Source: an optimization exercise on an open RTL-to-GDS flow (aim: small area and a short achievable clock period). Production flows keep margins and buffers that such runs may drop.
Only simulation tests tie the RTL to the original design; equivalence was not proved.
Power is estimated from default activity; no workload was simulated.

Setup of run 1:
==> flow/design.v (excerpt) <==
module bigkey_top (
  input  wire         clk,
  input  wire [255:0] key,
  input  wire [3:0]   count,
  input  wire         start,
  input  wire         encrypt,
  output wire [191:0] ksi,
  output wire [3:0]   new_count,
  output wire         data_ready
);
export LEC_CHECK = 0
export ABC_CLOCK_PERIOD_IN_PS = 400
export CAP_MARGIN = 20
export CORE_MARGIN = 2
export CORE_UTILIZATION = 40
export SETUP_SLACK_MARGIN = 2.1
export SLEW_MARGIN = 20
create_clock -name core_clock -period 4.5 [get_ports {clk}]
standard.sh (not shown) runs the stock make flow with config.mk's settings and CLKGATE_MAP_FILE= SYNTH_SCRIPT=/design/flow/synth_recipe.tcl, a recipe that flattens the netlist after the stock synthesis.
==> flow/flow/run.sh <==
#!/bin/bash
# The standard layout, except that
#  - module bk_pair is read as the gate-level version in flow/bk_pair_cells.v
#    (same function; the registers and their names are untouched), and
#  - the port buffers are small fast buffers (buf_1) instead of the default.
set -euo pipefail
python3 flow/subst.py design.v flow/bk_pair_cells.v design_cells.v > subst.log 2>&1
bash standard.sh VERILOG_FILES="$PWD/design_cells.v" \
  BUFFER_PORTS_ARGS="-buffer_cell sky130_fd_sc_hd__buf_1" finish > standard.log 2>&1
==> flow/flow/bk_pair_cells.v <==
// Gate-level bk_pair for the layout: the same function as the RTL's bk_pair,
// in sky130 cells chosen for area.
module bk_pair (input a, input b, input ta0, input ta1, input ta2, input tb0, input tb1, input tb2, input l1, input l0,
                input ka1, input ka0, input kb1, input kb0, output da, output db);
  wire x, n, z, fa, fb;
  sky130_fd_sc_hd__xor2_1   ux (.A(a), .B(b), .X(x));
  sky130_fd_sc_hd__and2_1   un (.A(a), .B(b), .X(n));
  sky130_fd_sc_hd__nor2_1   uz (.A(a), .B(b), .Y(z));
  sky130_fd_sc_hd__a222oi_1 ufa (.A1(x), .A2(ta1), .B1(n), .B2(ta2), .C1(z), .C2(ta0), .Y(fa));
  sky130_fd_sc_hd__a221o_1  uda (.A1(l1), .A2(ka1), .B1(l0), .B2(ka0), .C1(fa), .X(da));
  sky130_fd_sc_hd__a222oi_1 ufb (.A1(x), .A2(tb1), .B1(n), .B2(tb2), .C1(z), .C2(tb0), .Y(fb));
  sky130_fd_sc_hd__a221o_1  udb (.A1(l1), .A2(kb1), .B1(l0), .B2(kb0), .C1(fb), .X(db));
endmodule
==> flow/flow/subst.py <==
# Writes argv[3]: argv[1] (design.v) with module bk_pair replaced by the one in argv[2].
import re, sys
src = open(sys.argv[1]).read()
new, n = re.subn(r'^module bk_pair\b.*?^endmodule\b', lambda m: open(sys.argv[2]).read().strip(), src, flags=re.S | re.M)
assert n == 1, n
open(sys.argv[3], 'w').write(new)
Input changes introduced in run 2 (baseline for comparison: run 1):
--- a/flow/flow/bk_pair_cells.v
+++ b/flow/flow/bk_pair_cells.v
@@ -6,2 +6 @@
-  sky130_fd_sc_hd__xor2_1   ux (.A(a), .B(b), .X(x));
-  sky130_fd_sc_hd__and2_1   un (.A(a), .B(b), .X(n));
+  sky130_fd_sc_hd__ha_1     uh (.A(a), .B(b), .SUM(x), .COUT(n));
--- a/flow/config.mk
+++ b/flow/config.mk
@@ -11,0 +12,2 @@
+export CTS_BUF_LIST = sky130_fd_sc_hd__clkbuf_4 sky130_fd_sc_hd__clkbuf_8
+export CTS_CLUSTER_SIZE = 24
[summary]
Max average via count per standard cell across run 1 and run 2: run 2
Share of cell area taken by multi-input logic gates in run 2 is 1.0 points below run 1.
For first-iteration DRC count, dividing the value from run 1 by the value from run 2 gives 0.944.
Run 2: horizontal extent of the die is 2.0 um lower than what run 1 reported.
On design area, the lower figure sits with run 2, not run 1.
--- input diff run 2..run 3 ---
--- a/flow/flow/bk_pair_cells.v
+++ b/flow/flow/bk_pair_cells.v
@@ -6 +6,2 @@
-  sky130_fd_sc_hd__ha_1     uh (.A(a), .B(b), .SUM(x), .COUT(n));
+  sky130_fd_sc_hd__xor2_1   ux (.A(a), .B(b), .X(x));
+  sky130_fd_sc_hd__and2_1   un (.A(a), .B(b), .X(n));
--- a/flow/config.mk
+++ b/flow/config.mk
@@ -8 +7,0 @@
-export ABC_CLOCK_PERIOD_IN_PS = 400
@@ -12,3 +10,0 @@
-export CTS_BUF_LIST = sky130_fd_sc_hd__clkbuf_4 sky130_fd_sc_hd__clkbuf_8
-export CTS_CLUSTER_SIZE = 24
-export SETUP_SLACK_MARGIN = 2.1
[summary]
Run 3: no failed stages, no open violations at the end. Run 3: first-pass GRT wire length 3.0% below run 2. NOTE clock buffer count run 2->run 3 decreased by more than a quarter. [compare] base=run 2 new=run 3: count of non-CTS buffers in the layout dropped about 3.5%, setup slack dropped 0.46 ns.


Another version of the RTL of bigkey_top (not shown whole).
Size in the first run: about 220 flip-flops, ~13000 µm² of cells after synthesis.
==> flow/config.mk <==
export PLATFORM = sky130hd
export DESIGN_NAME = bigkey_top
export DESIGN_NICKNAME = bigkey_top
export VERILOG_FILES = /design/flow/design.v
export SDC_FILE = /design/flow/constraint.sdc
export NUM_CORES = 4
export LEC_CHECK = 0
export CAP_MARGIN = 20
export CORE_MARGIN = 2
export CORE_UTILIZATION = 55
export SETUP_SLACK_MARGIN = 1.9
export SLEW_MARGIN = 20
==> flow/constraint.sdc <==
create_clock -name core_clock -period 4.5 [get_ports {clk}]
set_input_delay 0.9000 -clock core_clock [delete_from_list [all_inputs] [get_ports {clk}]]
set_output_delay 0.9000 -clock core_clock [all_outputs]
set_load 0.01 [all_outputs]
==> flow/flow/run.sh <==
#!/bin/bash
# The standard layout, except that
#  - modules bk_pair and bk_ctl are read as the gate-level versions in
#    flow/*_cells.v (same functions; the registers and their names are untouched),
#  - the port buffers are small fast buffers (buf_1) instead of the default.
set -euo pipefail
python3 flow/subst.py design.v design_cells.v flow/bk_pair_cells.v flow/bk_ctl_cells.v > subst.log 2>&1
bash standard.sh VERILOG_FILES="$PWD/design_cells.v" \
  BUFFER_PORTS_ARGS="-buffer_cell sky130_fd_sc_hd__buf_1" finish > standard.log 2>&1
==> flow/flow/bk_ctl_cells.v <==
// Gate-level bk_ctl for the layout: the same function as the RTL's bk_ctl.
// u[i] = (count[i] == encrypt): bit i carries the increment (encrypt) or
// decrement (not encrypt) on to bit i+1. sp is class 0's "special" mode flag.
// Each distributed signal is made inverted and then driven by its own inverters.
module bk_ctl (input start, input encrypt, input c0, input c1, input c2, input c3,
               output nc0, output nc1, output nc2, output nc3, output dr,
               output [2:0] tn0a, output [2:0] tn1a, output [2:0] tn0b, output [2:0] tn1b,
               output [3:0] ld1, output [3:0] ld0);
  wire u0, u1, u2, u3, x1, x2, x3, p2n, p3n, a4n, sp, spn;
  sky130_fd_sc_hd__xnor2_1 gu0 (.A(c0), .B(encrypt), .Y(u0));
  sky130_fd_sc_hd__xnor2_1 gu1 (.A(c1), .B(encrypt), .Y(u1));
  sky130_fd_sc_hd__xnor2_1 gu2 (.A(c2), .B(encrypt), .Y(u2));
  sky130_fd_sc_hd__xnor2_1 gu3 (.A(c3), .B(encrypt), .Y(u3));
  sky130_fd_sc_hd__mux2i_2 gn0 (.A0(c0), .A1(encrypt), .S(start), .Y(nc0));
  sky130_fd_sc_hd__xnor2_1 gx1 (.A(c1), .B(u0), .Y(x1));
  sky130_fd_sc_hd__mux2i_2 gn1 (.A0(x1), .A1(encrypt), .S(start), .Y(nc1));
  sky130_fd_sc_hd__nand2_1 gp2 (.A(u0), .B(u1), .Y(p2n));
  sky130_fd_sc_hd__xor2_1  gx2 (.A(c2), .B(p2n), .X(x2));
  sky130_fd_sc_hd__mux2i_2 gn2 (.A0(x2), .A1(encrypt), .S(start), .Y(nc2));
  sky130_fd_sc_hd__nand3_1 gp3 (.A(u0), .B(u1), .C(u2), .Y(p3n));
  sky130_fd_sc_hd__xor2_1  gx3 (.A(c3), .B(p3n), .X(x3));
  sky130_fd_sc_hd__mux2i_2 gn3 (.A0(x3), .A1(encrypt), .S(start), .Y(nc3));
  sky130_fd_sc_hd__nand4_1 ga4 (.A(u0), .B(u1), .C(u2), .D(u3), .Y(a4n));
  sky130_fd_sc_hd__nor2_2  gdr (.A(start), .B(a4n), .Y(dr));
  // sp = encrypt ? (count is 0, 7 or 14) : (count is 0, 1, 8 or 15), from count directly
  wire t1n, a4cn, spd, x30, h7, z01, z23, z4n, spe;
  sky130_fd_sc_hd__a211o_1 gd1s (.A1(c3), .A2(c0), .B1(c2), .C1(c1), .X(t1n));
  sky130_fd_sc_hd__nand4_1 ga4c (.A(c0), .B(c1), .C(c2), .D(c3), .Y(a4cn));
  sky130_fd_sc_hd__nand2_1 gd2s (.A(t1n), .B(a4cn), .Y(spd));
  sky130_fd_sc_hd__xor2_1  ge1s (.A(c3), .B(c0), .X(x30));
  sky130_fd_sc_hd__nand3_1 ge2s (.A(c2), .B(c1), .C(x30), .Y(h7));
  sky130_fd_sc_hd__nor2_1  gz01 (.A(c0), .B(c1), .Y(z01));
  sky130_fd_sc_hd__nor2_1  gz23 (.A(c2), .B(c3), .Y(z23));
  sky130_fd_sc_hd__nand2_1 gz4 (.A(z01), .B(z23), .Y(z4n));
  sky130_fd_sc_hd__nand2_1 ge3s (.A(z4n), .B(h7), .Y(spe));
  sky130_fd_sc_hd__mux2i_1 gspn (.A0(spd), .A1(spe), .S(encrypt), .Y(spn));
  sky130_fd_sc_hd__inv_1   gsp (.A(spn), .Y(sp));
  wire [2:0] tn0n, tn1n;
  wire ld1n, ld0n;
  sky130_fd_sc_hd__nor3_2   ga0 (.A(start), .B(encrypt), .C(spn), .Y(tn0n[0]));
  sky130_fd_sc_hd__nor2_2   ga1 (.A(start), .B(sp), .Y(tn0n[1]));
  sky130_fd_sc_hd__a21oi_2  ga2 (.A1(encrypt), .A2(spn), .B1(start), .Y(tn0n[2]));
  sky130_fd_sc_hd__nor3_2   gb0 (.A(start), .B(encrypt), .C(sp), .Y(tn1n[0]));
  sky130_fd_sc_hd__nor2_2   gb1 (.A(start), .B(spn), .Y(tn1n[1]));
  sky130_fd_sc_hd__a21oi_2  gb2 (.A1(encrypt), .A2(sp), .B1(start), .Y(tn1n[2]));
  sky130_fd_sc_hd__nand2_4  gl1 (.A(start), .B(encrypt), .Y(ld1n));
  sky130_fd_sc_hd__nand2b_4 gl0 (.A_N(encrypt), .B(start), .Y(ld0n));
  sky130_fd_sc_hd__inv_8    gi0a0 (.A(tn0n[0]), .Y(tn0a[0]));
  sky130_fd_sc_hd__inv_8    gi0b0 (.A(tn0n[0]), .Y(tn0b[0]));
  sky130_fd_sc_hd__inv_8    gi1a0 (.A(tn1n[0]), .Y(tn1a[0]));
  sky130_fd_sc_hd__inv_8    gi1b0 (.A(tn1n[0]), .Y(tn1b[0]));
  sky130_fd_sc_hd__inv_8    gi0a1 (.A(tn0n[1]), .Y(tn0a[1]));
  sky130_fd_sc_hd__inv_8    gi0b1 (.A(tn0n[1]), .Y(tn0b[1]));
  sky130_fd_sc_hd__inv_8    gi1a1 (.A(tn1n[1]), .Y(tn1a[1]));
  sky130_fd_sc_hd__inv_8    gi1b1 (.A(tn1n[1]), .Y(tn1b[1]));
  sky130_fd_sc_hd__inv_8    gi0a2 (.A(tn0n[2]), .Y(tn0a[2]));
  sky130_fd_sc_hd__inv_8    gi0b2 (.A(tn0n[2]), .Y(tn0b[2]));
  sky130_fd_sc_hd__inv_8    gi1a2 (.A(tn1n[2]), .Y(tn1a[2]));
  sky130_fd_sc_hd__inv_8    gi1b2 (.A(tn1n[2]), .Y(tn1b[2]));
  sky130_fd_sc_hd__inv_8    gil10 (.A(ld1n), .Y(ld1[0]));
  sky130_fd_sc_hd__inv_8    gil00 (.A(ld0n), .Y(ld0[0]));
  sky130_fd_sc_hd__inv_8    gil11 (.A(ld1n), .Y(ld1[1]));
  sky130_fd_sc_hd__inv_8    gil01 (.A(ld0n), .Y(ld0[1]));
  sky130_fd_sc_hd__inv_8    gil12 (.A(ld1n), .Y(ld1[2]));
  sky130_fd_sc_hd__inv_8    gil02 (.A(ld0n), .Y(ld0[2]));
  sky130_fd_sc_hd__inv_8    gil13 (.A(ld1n), .Y(ld1[3]));
  sky130_fd_sc_hd__inv_8    gil03 (.A(ld0n), .Y(ld0[3]));
endmodule
Other scripts of this flow, unchanged in this note and not shown: flow/flow/bk_pair_cells.v, flow/flow/subst.py
The starting point ran to the end with no violations.
Edit:
Settings changed: CTS_BUF_LIST from default to sky130_fd_sc_hd__clkbuf_16, CTS_CLUSTER_DIAMETER from default to 80, CTS_CLUSTER_SIZE from default to 16.
Outcome:
- maximum frequency is about the same
- routed wire length goes up by 0.30%
- final cell count goes down by 1.4%
- global-route usage goes down by 0.11 points
- final area goes down by 3.1%
- combinational power barely changes
- setup slack stays flat
- power goes down by 6.6%
- clock skew goes down by 0.0053 ns
Edit:
Settings changed: SETUP_SLACK_MARGIN 1.9 to 1.6.
- The new run completed without violations
- utilization falls by 0.45 points
- routed wire length went up by 0.33%
- worst hold slack barely changes
- first-iteration DRC count came out lower by 3.4%
Edit:
--- a/flow/flow/bk_ctl_cells.v
+++ b/flow/flow/bk_ctl_cells.v
@@ -14 +14 @@
-  sky130_fd_sc_hd__mux2i_2 gn0 (.A0(c0), .A1(encrypt), .S(start), .Y(nc0));
+  sky130_fd_sc_hd__mux2i_1 gn0 (.A0(c0), .A1(encrypt), .S(start), .Y(nc0));
@@ -16 +16 @@
-  sky130_fd_sc_hd__mux2i_2 gn1 (.A0(x1), .A1(encrypt), .S(start), .Y(nc1));
+  sky130_fd_sc_hd__mux2i_1 gn1 (.A0(x1), .A1(encrypt), .S(start), .Y(nc1));
@@ -19 +19 @@
-  sky130_fd_sc_hd__mux2i_2 gn2 (.A0(x2), .A1(encrypt), .S(start), .Y(nc2));
+  sky130_fd_sc_hd__mux2i_1 gn2 (.A0(x2), .A1(encrypt), .S(start), .Y(nc2));
@@ -22 +22 @@
-  sky130_fd_sc_hd__mux2i_2 gn3 (.A0(x3), .A1(encrypt), .S(start), .Y(nc3));
+  sky130_fd_sc_hd__mux2i_1 gn3 (.A0(x3), .A1(encrypt), .S(start), .Y(nc3));
@@ -24 +24 @@
-  sky130_fd_sc_hd__nor2_2  gdr (.A(start), .B(a4n), .Y(dr));
+  sky130_fd_sc_hd__nor2_1  gdr (.A(start), .B(a4n), .Y(dr));
Settings changed: CTS_BUF_LIST sky130_fd_sc_hd__clkbuf_16 to default, CTS_CLUSTER_DIAMETER 80 to default, CTS_CLUSTER_SIZE 16 to default, SETUP_SLACK_MARGIN 1.6 to 1.9.
Result:
- The new run went through all stages and came out clean
- final cell count rises by 2.1%
- routed wire length came out higher by 0.70%
- via count is higher by 0.94%
- utilization rose by 2.2 points
- clock-buffer cell count went up by 19
- worst setup slack gets better by 0.14 ns
- die area barely changes
Edit:
Settings changed: CORE_UTILIZATION 55 to 65, SETUP_SLACK_MARGIN 1.9 to 2.0.
Core utilization increases by 11 points; combinational power came out higher slightly; global-route usage rose by 4.6 points; area after synthesis does not change; sequential share of layout area goes up by 0.18 points; via count climbs slightly; non-clock buffer count climbs by 3; hold slack improved by 0.020 ns.
Edit:
Settings changed: CORE_UTILIZATION 65 to 55, CTS_BUF_LIST from default to sky130_fd_sc_hd__clkbuf_16, CTS_CLUSTER_DIAMETER from default to 80, CTS_CLUSTER_SIZE from default to 16, SETUP_SLACK_MARGIN 2.0 to 1.9.
Effect:
- The changed run went through all stages and came out clean
- cell count drops by 0.35%
- power drops by 4.6%
- hold slack is better by 0.023 ns

==> afterwards: timing with drivers on the ports <==
How much do the figures lean on ideal ports? The routed layouts below were timed once more, with nothing changed but the port constraints. Step 1 (the two cells are an assumption about what drives the block):
set clk [get_ports {clk}]
set_driving_cell -lib_cell sky130_fd_sc_hd__clkbuf_16 $clk
set_driving_cell -lib_cell sky130_fd_sc_hd__buf_2 [delete_from_list [all_inputs] $clk]
Step 2 times the ports against the registers' clock, not the clock port: input delays grow and output delays shrink by t, the midpoint of the rising clock arrivals with the driver on. Slacks: ideal / step 1 / step 2; pairs: ideal / step 1.
run	t, ns	setup slack, ns	worst setup path after step 2	pins driven straight from the clock port
run 1	0.595	1.729 / 1.662 / 1.276	input to register	1
run 2	0.579	1.690 / 1.633 / 1.203	input to register	1
run 3	0.581	1.232 / 1.207 / 1.041	input to register	1
the first run of note 2	0.581	1.798 / 1.775 / 1.394	input to register	1
the second run of note 2	0.541	1.795 / 1.766 / 1.435	input to register	1
the third run of note 2	0.535	1.638 / 1.604 / 1.230	input to register	1
the fourth run of note 2	0.573	1.777 / 1.714 / 1.334	input to register	1
the fifth run of note 2	0.568	1.682 / 1.644 / 1.345	input to register	1
the sixth run of note 2	0.538	1.752 / 1.689 / 1.376	input to register	1
After both steps every run listed still meets setup and hold. The setup slack of run 2, which loses most, moves by -0.057 ns with the drivers and by -0.487 ns with both steps.
